What follows belongs to an exercise in optimizing a design on an open flow for small area; a production flow would make more cautious choices. At most, simulation tests tie the RTL to the original design; equivalence was not proved. Power is estimated from default activity; no workload was simulated.

==> inputs of exp/nickel <==
==> flow/design.v (excerpt) <==
module riscv(
    input clk,
    input reset,
    input [4:0] debug_reg_select,
    output [31:0] debug_reg_out,
    output [31:0] fetchPC,
    input  [31:0] imem_rdata,
    output [31:0] dmem_addr,
    output [31:0] dmem_wdata,
    output        dmem_we,
    output [1:0]  dmem_size,
    input  [31:0] dmem_rdata
);
wire [31:0] ins = imem_rdata;
wire b6 = ins[6];
wire b5 = ins[5];
wire b4 = ins[4];
wire b3 = ins[3];
wire b2 = ins[2];
wire [2:0] f3 = ins[14:12];
wire nr = ~reset;
wire is_load   = ~b6 & ~b5 & ~b4;
wire is_store  = ~b6 &  b5 & ~b4;
wire is_aluop  =  b4 & ~b2;             
wire is_op     =  b4 & ~b2 & b5;        
wire is_lui    =  b5 & b4 & b2;
wire is_auipc  = ~b5 & b4 & b2;
wire is_branch =  b6 & ~b2;
wire is_jal    =  b3;
wire is_jalr   =  b6 & b2 & ~b3;
wire is_link   =  b6 & b2;              
wire reg_write = ~(b5 & ~b4 & ~b2);     
reg  [31:0] pc;
wire [31:0] pc4;
wire [31:0] tgt;
wire [31:0] npc;
wire [31:2] ic;
assign ic[2] = 1'b1;
genvar gi;
generate
    for (gi = 2; gi < 32; gi = gi + 1) begin : inc
        assign pc4[gi] = pc[gi] ^ ic[gi];
        if (gi < 31) begin : c
            assign ic[gi+1] = ic[gi] & pc[gi];
        end
    end
endgenerate
assign pc4[1:0] = pc[1:0];
wire [31:0] imm_t;
assign imm_t[0]     = 1'b0;
assign imm_t[4:1]   = b6 ? (b3 ? ins[24:21] : ins[11:8]) : 4'b0;
assign imm_t[10:5]  = b6 ? ins[30:25] : 6'b0;
assign imm_t[11]    = b6 & (b3 ? ins[20] : ins[7]);
assign imm_t[19:12] = b2 ? ins[19:12] : {8{ins[31]}};
assign imm_t[31:20] = b6 ? {12{ins[31]}} : ins[31:20];
wire [31:2] tgt_pp, tgt_gg;
assign tgt[0] = pc[0];
assign tgt[1] = pc[1] ^ imm_t[1];
addchain #(30) tgt_add (.a(pc[31:2]), .b(imm_t[31:2]), .ci(pc[1] & imm_t[1]),
                        .s(tgt[31:2]), .pp(tgt_pp), .gg(tgt_gg));
wire [31:0] rs1, rs2, wd;
wire [991:0] q;
wire [30:0] wdec, sel1, sel2, sel3;
dec5 dec_w (.a(ins[11:7]), .y(wdec));
generate
    for (gi = 1; gi < 32; gi = gi + 1) begin : x
        reg [31:0] r;
        always @(posedge clk)
            if (reset | (reg_write & wdec[gi-1]))
                r <= wd;
        assign q[32*(gi-1) +: 32] = r;
    end
endgenerate
dec5 dec_1 (.a(ins[19:15] & {5{~(b4 & b2)}}), .y(sel1));
dec5 dec_2 (.a(ins[24:20]), .y(sel2));
dec5 dec_3 (.a(debug_reg_select), .y(sel3));
rf_rdport rp1 (.sel(sel1), .q(q), .rd(rs1));
  ...
Settings: LEC_CHECK=0, CAP_MARGIN=20, CORE_MARGIN=2, CORE_UTILIZATION=45, PLACE_DENSITY=0.6, SLEW_MARGIN=20, SYNTH_HIERARCHICAL=1; clock period 15.0 ns.
run.sh (not shown) runs the stock make flow with config.mk's settings and CLKGATE_MAP_FILE= SYNTH_SCRIPT=/design/flow/synth_recipe.tcl, a recipe that flattens the netlist after the stock synthesis.
==> exp/fjord: changes against exp/nickel <==
--- a/flow/design.v
+++ b/flow/design.v
@@ -205,28 +205,24 @@
     for (gi = 1; gi < 32; gi = gi + 1) begin : x
         reg [31:0] r;
         always @(posedge clk)
             if (reset | (reg_write & wdec[gi-1]))
                 r <= wd;
         assign q[32*(gi-1) +: 32] = r;
     end
 endgenerate
-dec5 dec_1 (.a(ins[19:15] & {5{~(b4 & b2)}}), .y(sel1));
+dec5 dec_1 (.a(ins[19:15]), .y(sel1));
 dec5 dec_2 (.a(ins[24:20]), .y(sel2));
 dec5 dec_3 (.a(debug_reg_select), .y(sel3));
 rf_rdport rp1 (.sel(sel1), .q(q), .rd(rs1));
 rf_rdport rp2 (.sel(sel2), .q(q), .rd(rs2));
 rf_rdport rp3 (.sel(sel3), .q(q), .rd(debug_reg_out));
-wire lui_a   = b4 & b2;
 wire store_a = b5 & ~b6;
-wire [31:0] imm_a;
-assign imm_a[4:0]   = lui_a ? 5'b0 : (store_a ? ins[11:7] : ins[24:20]);
-assign imm_a[11:5]  = lui_a ? 7'b0 : ins[31:25];
-assign imm_a[31:12] = lui_a ? ins[31:12] : {20{ins[31]}};
+wire [31:0] imm_a = {{21{ins[31]}}, ins[30:25], store_a ? ins[11:7] : ins[24:20]};
 wire use_rs2 = b5 & ~b2 & (b4 | b6);    
 wire [31:0] srcb = use_rs2 ? rs2 : imm_a;
 wire sub = is_branch | (is_aluop & ~f3[2] & f3[1]) | (is_op & (f3 == 3'b000) & ins[30]);
 wire [31:0] sum, pp, gg;
 addchain #(32) alu_add (.a(rs1), .b(srcb ^ {32{sub}}), .ci(sub), .s(sum), .pp(pp), .gg(gg));
 wire [31:0] p, g;
 generate
     for (gi = 0; gi < 32; gi = gi + 1) begin : pg
@@ -255,17 +251,18 @@
 endgenerate
 shifter sh (.an(shin_n), .sa(srcb[4:0]), .fill(ins[30] & rs1[31]), .y(shr));
 wire sx = ~f3[2];
 wire [31:0] ld;
 assign ld[7:0]   = dmem_rdata[7:0];
 assign ld[15:8]  = (f3[1] | f3[0]) ? dmem_rdata[15:8] : {8{sx & dmem_rdata[7]}};
 assign ld[31:16] = f3[1] ? dmem_rdata[31:16] : {16{sx & (f3[0] ? dmem_rdata[15] : dmem_rdata[7])}};
 wire a_nr   = is_aluop & nr;
-wire s_sum  = (is_lui & nr) | (a_nr & (f3 == 3'b000));
+wire s_sum  = a_nr & (f3 == 3'b000);
+wire s_lui  = is_lui & nr;
 wire s_sll  = a_nr & (f3 == 3'b001);
 wire s_slt  = a_nr & (f3 == 3'b010);
 wire s_sltu = a_nr & (f3 == 3'b011);
 wire s_sr   = a_nr & (f3 == 3'b101);
 wire s_p    = a_nr & f3[2] & ~f3[0];                 
 wire s_g    = a_nr & f3[2] & f3[1];                  
 wire s_ld   = is_load & nr;
 wire s_pc4  = is_link & nr;
@@ -273,17 +270,18 @@
 assign wd = ({32{s_sum}} & sum)
           | ({32{s_sll}} & shr_rev)
           | ({32{s_sr}}  & shr)
           | {31'b0, (s_slt & lt) | (s_sltu & ltu)}
           | ({32{s_p}}   & p)
           | ({32{s_g}}   & g)
           | ({32{s_ld}}  & ld)
           | ({32{s_pc4}} & pc4)
-          | ({32{s_tgt}} & tgt);
+          | ({32{s_tgt}} & tgt)
+          | ({32{s_lui}} & {ins[31:12], 12'b0});
 wire n_sum = nr & is_jalr;
 wire n_tgt = nr & take;
 wire n_pc4 = nr & ~is_jalr & ~take;
 assign npc = ({32{n_sum}} & sum) | ({32{n_tgt}} & tgt) | ({32{n_pc4}} & pc4);
 always @(posedge clk)
     pc <= npc;
 assign fetchPC    = pc;
 assign dmem_addr  = sum;
==> flow/config.mk (replaced) <==
export PLATFORM = sky130hd
export DESIGN_NAME = riscv
export DESIGN_NICKNAME = riscv
export VERILOG_FILES = /design/flow/design.v
export SDC_FILE = /design/flow/constraint.sdc
export NUM_CORES = 8
export LEC_CHECK = 0
export CAP_MARGIN = 0
export CORE_MARGIN = 2
export CORE_UTILIZATION = 45
export CTS_BUF_LIST = sky130_fd_sc_hd__clkbuf_8
export PLACE_DENSITY = 0.6
export SLEW_MARGIN = 0
export SYNTH_HIERARCHICAL = 1
==> exp/delta: changes against exp/nickel <==
==> flow/config.mk (replaced) <==
export PLATFORM = sky130hd
export DESIGN_NAME = riscv
export DESIGN_NICKNAME = riscv
export VERILOG_FILES = /design/flow/design.v
export SDC_FILE = /design/flow/constraint.sdc
export NUM_CORES = 8
export LEC_CHECK = 0
export CAP_MARGIN = 20
export CORE_MARGIN = 2
export CORE_UTILIZATION = 25
export PLACE_DENSITY = 0.45
export SLEW_MARGIN = 20
export SYNTH_HIERARCHICAL = 1
==> exp/yarrow: changes against exp/nickel <==
--- a/flow/design.v
+++ b/flow/design.v
@@ -205,28 +205,24 @@
     for (gi = 1; gi < 32; gi = gi + 1) begin : x
         reg [31:0] r;
         always @(posedge clk)
             if (reset | (reg_write & wdec[gi-1]))
                 r <= wd;
         assign q[32*(gi-1) +: 32] = r;
     end
 endgenerate
-dec5 dec_1 (.a(ins[19:15] & {5{~(b4 & b2)}}), .y(sel1));
+dec5 dec_1 (.a(ins[19:15]), .y(sel1));
 dec5 dec_2 (.a(ins[24:20]), .y(sel2));
 dec5 dec_3 (.a(debug_reg_select), .y(sel3));
 rf_rdport rp1 (.sel(sel1), .q(q), .rd(rs1));
 rf_rdport rp2 (.sel(sel2), .q(q), .rd(rs2));
 rf_rdport rp3 (.sel(sel3), .q(q), .rd(debug_reg_out));
-wire lui_a   = b4 & b2;
 wire store_a = b5 & ~b6;
-wire [31:0] imm_a;
-assign imm_a[4:0]   = lui_a ? 5'b0 : (store_a ? ins[11:7] : ins[24:20]);
-assign imm_a[11:5]  = lui_a ? 7'b0 : ins[31:25];
-assign imm_a[31:12] = lui_a ? ins[31:12] : {20{ins[31]}};
+wire [31:0] imm_a = {{21{ins[31]}}, ins[30:25], store_a ? ins[11:7] : ins[24:20]};
 wire use_rs2 = b5 & ~b2 & (b4 | b6);    
 wire [31:0] srcb = use_rs2 ? rs2 : imm_a;
 wire sub = is_branch | (is_aluop & ~f3[2] & f3[1]) | (is_op & (f3 == 3'b000) & ins[30]);
 wire [31:0] sum, pp, gg;
 addchain #(32) alu_add (.a(rs1), .b(srcb ^ {32{sub}}), .ci(sub), .s(sum), .pp(pp), .gg(gg));
 wire [31:0] p, g;
 generate
     for (gi = 0; gi < 32; gi = gi + 1) begin : pg
@@ -255,17 +251,18 @@
 endgenerate
 shifter sh (.an(shin_n), .sa(srcb[4:0]), .fill(ins[30] & rs1[31]), .y(shr));
 wire sx = ~f3[2];
 wire [31:0] ld;
 assign ld[7:0]   = dmem_rdata[7:0];
 assign ld[15:8]  = (f3[1] | f3[0]) ? dmem_rdata[15:8] : {8{sx & dmem_rdata[7]}};
 assign ld[31:16] = f3[1] ? dmem_rdata[31:16] : {16{sx & (f3[0] ? dmem_rdata[15] : dmem_rdata[7])}};
 wire a_nr   = is_aluop & nr;
-wire s_sum  = (is_lui & nr) | (a_nr & (f3 == 3'b000));
+wire s_sum  = a_nr & (f3 == 3'b000);
+wire s_lui  = is_lui & nr;
 wire s_sll  = a_nr & (f3 == 3'b001);
 wire s_slt  = a_nr & (f3 == 3'b010);
 wire s_sltu = a_nr & (f3 == 3'b011);
 wire s_sr   = a_nr & (f3 == 3'b101);
 wire s_p    = a_nr & f3[2] & ~f3[0];                 
 wire s_g    = a_nr & f3[2] & f3[1];                  
 wire s_ld   = is_load & nr;
 wire s_pc4  = is_link & nr;
@@ -273,17 +270,18 @@
 assign wd = ({32{s_sum}} & sum)
           | ({32{s_sll}} & shr_rev)
           | ({32{s_sr}}  & shr)
           | {31'b0, (s_slt & lt) | (s_sltu & ltu)}
           | ({32{s_p}}   & p)
           | ({32{s_g}}   & g)
           | ({32{s_ld}}  & ld)
           | ({32{s_pc4}} & pc4)
-          | ({32{s_tgt}} & tgt);
+          | ({32{s_tgt}} & tgt)
+          | ({32{s_lui}} & {ins[31:12], 12'b0});
 wire n_sum = nr & is_jalr;
 wire n_tgt = nr & take;
 wire n_pc4 = nr & ~is_jalr & ~take;
 assign npc = ({32{n_sum}} & sum) | ({32{n_tgt}} & tgt) | ({32{n_pc4}} & pc4);
 always @(posedge clk)
     pc <= npc;
 assign fetchPC    = pc;
 assign dmem_addr  = sum;
==> flow/config.mk (replaced) <==
export PLATFORM = sky130hd
export DESIGN_NAME = riscv
export DESIGN_NICKNAME = riscv
export VERILOG_FILES = /design/flow/design.v
export SDC_FILE = /design/flow/constraint.sdc
export NUM_CORES = 8
export LEC_CHECK = 0
export CAP_MARGIN = 0
export CORE_MARGIN = 2
export CORE_UTILIZATION = 60
export CTS_BUF_LIST = sky130_fd_sc_hd__clkbuf_16
export CTS_CLUSTER_DIAMETER = 80
export CTS_CLUSTER_SIZE = 30
export PLACE_DENSITY = 0.75
export SLEW_MARGIN = 0
export SYNTH_HIERARCHICAL = 1
==> run notes <==
Result of the run: exp/nickel no timing/DRC/antenna violations; exp/yarrow no timing/DRC/antenna violations; exp/delta no timing/DRC/antenna violations; exp/fjord no timing/DRC/antenna violations
Clk network pwr share: exp/nickel 28.8%; exp/yarrow 20.0%; exp/delta 30.2%; exp/fjord 28.0%
Worst r2r path cells: exp/nickel 47; exp/yarrow 45; exp/delta 46; exp/fjord 47
Endpoint of the lowest-slack register-to-register path: exp/nickel pc[17]; exp/yarrow pc[8]; exp/delta pc[14]; exp/fjord pc[17]
Highest clock rate: exp/nickel 0.0683 GHz; exp/yarrow 0.0687 GHz; exp/delta 0.0693 GHz; exp/fjord 0.0691 GHz
Max incr delay on CP: exp/nickel 620 ps; exp/yarrow 580 ps; exp/delta 590 ps; exp/fjord 590 ps
RSZ-0062 raised after global routing: exp/nickel no; exp/yarrow no; exp/delta -; exp/fjord no
Multi-input gate share of total cell area: exp/nickel 34.6%; exp/yarrow 36.4%; exp/delta 33.3%; exp/fjord 35.2%
Crit path launch: exp/nickel imem_rdata[21]; exp/yarrow imem_rdata[24]; exp/delta imem_rdata[4]; exp/fjord imem_rdata[23]
GR Util met1: exp/nickel 53.1%; exp/yarrow 65.8%; exp/delta 34.5%; exp/fjord 54.5%
Master cell of the clock root buffer: exp/nickel sky130_fd_sc_hd__clkbuf_16; exp/yarrow sky130_fd_sc_hd__clkbuf_16; exp/delta sky130_fd_sc_hd__clkbuf_16; exp/fjord sky130_fd_sc_hd__clkbuf_8
Via count of the first global-routing pass: exp/nickel 44968; exp/yarrow 45566; exp/delta 44753; exp/fjord 44448
Setup bufs post-CTS: exp/nickel 0; exp/yarrow 0; exp/delta 0; exp/fjord 1
DIE AREA: exp/nickel 0.118 mm^2; exp/yarrow 0.0885 mm^2; exp/delta 0.211 mm^2; exp/fjord 0.118 mm^2
CTS H-Tree Depth: exp/nickel 3; exp/yarrow 2; exp/delta 3; exp/fjord 4
Worst-path clk slew: exp/nickel 60 ps; exp/yarrow 100 ps; exp/delta 60 ps; exp/fjord 60 ps
TritonCTS Buffers: exp/nickel 109; exp/yarrow 46; exp/delta 115; exp/fjord 172
Width of the die: exp/nickel 343 um; exp/yarrow 297 um; exp/delta 459 um; exp/fjord 343 um
Per-instance average area after synthesis: exp/nickel 13.9 um^2; exp/yarrow 13.8 um^2; exp/delta 13.9 um^2; exp/fjord 13.8 um^2
Fraction of layout cells with a size suffix above 1: exp/nickel 17.3%; exp/yarrow 13.8%; exp/delta 18.4%; exp/fjord 16.4%
Standard cell core area: exp/nickel 0.114 mm^2; exp/yarrow 0.0853 mm^2; exp/delta 0.206 mm^2; exp/fjord 0.114 mm^2
Clock network area share: exp/nickel 5.47%; exp/yarrow 2.48%; exp/delta 5.83%; exp/fjord 5.31%
Psw: exp/nickel 3170 uW; exp/yarrow 2780 uW; exp/delta 3320 uW; exp/fjord 3030 uW
Worst reg2reg startpoint: exp/nickel x[22].r[0]; exp/yarrow x[10].r[0]; exp/delta x[13].r[0]; exp/fjord x[10].r[0]
Worst-path cell with the longest stage delay: exp/nickel sky130_fd_sc_hd__or3_1; exp/yarrow sky130_fd_sc_hd__clkdlybuf4s50_1; exp/delta sky130_fd_sc_hd__clkdlybuf4s50_1; exp/fjord sky130_fd_sc_hd__clkdlybuf4s50_1
Sequential cell fraction of total power: exp/nickel 44.5%; exp/yarrow 51.4%; exp/delta 43.0%; exp/fjord 46.2%
For exp/nickel and exp/delta, only the layout was checked, not whether the RTL still works.

what the ideal ports hide:
Ports are ideal in the flow. The routed layouts listed here were re-timed in OpenROAD.
Step 1 sets driving cells, clkbuf_16 on the clock port and buf_2 on the other inputs (assumed; they add their load-dependent delay and slew).
Step 2 moves the port delays by t, midway between the first and last clock arrival at a register: inputs arrive t later, outputs are due t later. That takes back most of the time a late clock gives input paths.
a / b / c = ideal / step 1 / step 2; a / b = the first two.
run | shift t [ns] | setup WS [ns] | latest minus earliest clock arrival (ns) | pins driven straight from the clock port
exp/nickel | 0.790 | 0.353 / 0.324 / 0.324 | 0.045 / 0.045 | 1
exp/fjord | 0.943 | 0.533 / 0.507 / 0.507 | 0.040 / 0.040 | 1
exp/delta | 0.835 | 0.573 / 0.538 / 0.538 | 0.081 / 0.081 | 1
exp/yarrow | 0.736 | 0.434 / 0.407 / 0.407 | 0.070 / 0.070 | 1
After both steps every run listed still meets setup and hold. For exp/delta, which loses most, drivers alone change the setup slack by -0.035 ns; drivers and shift together by -0.035 ns.
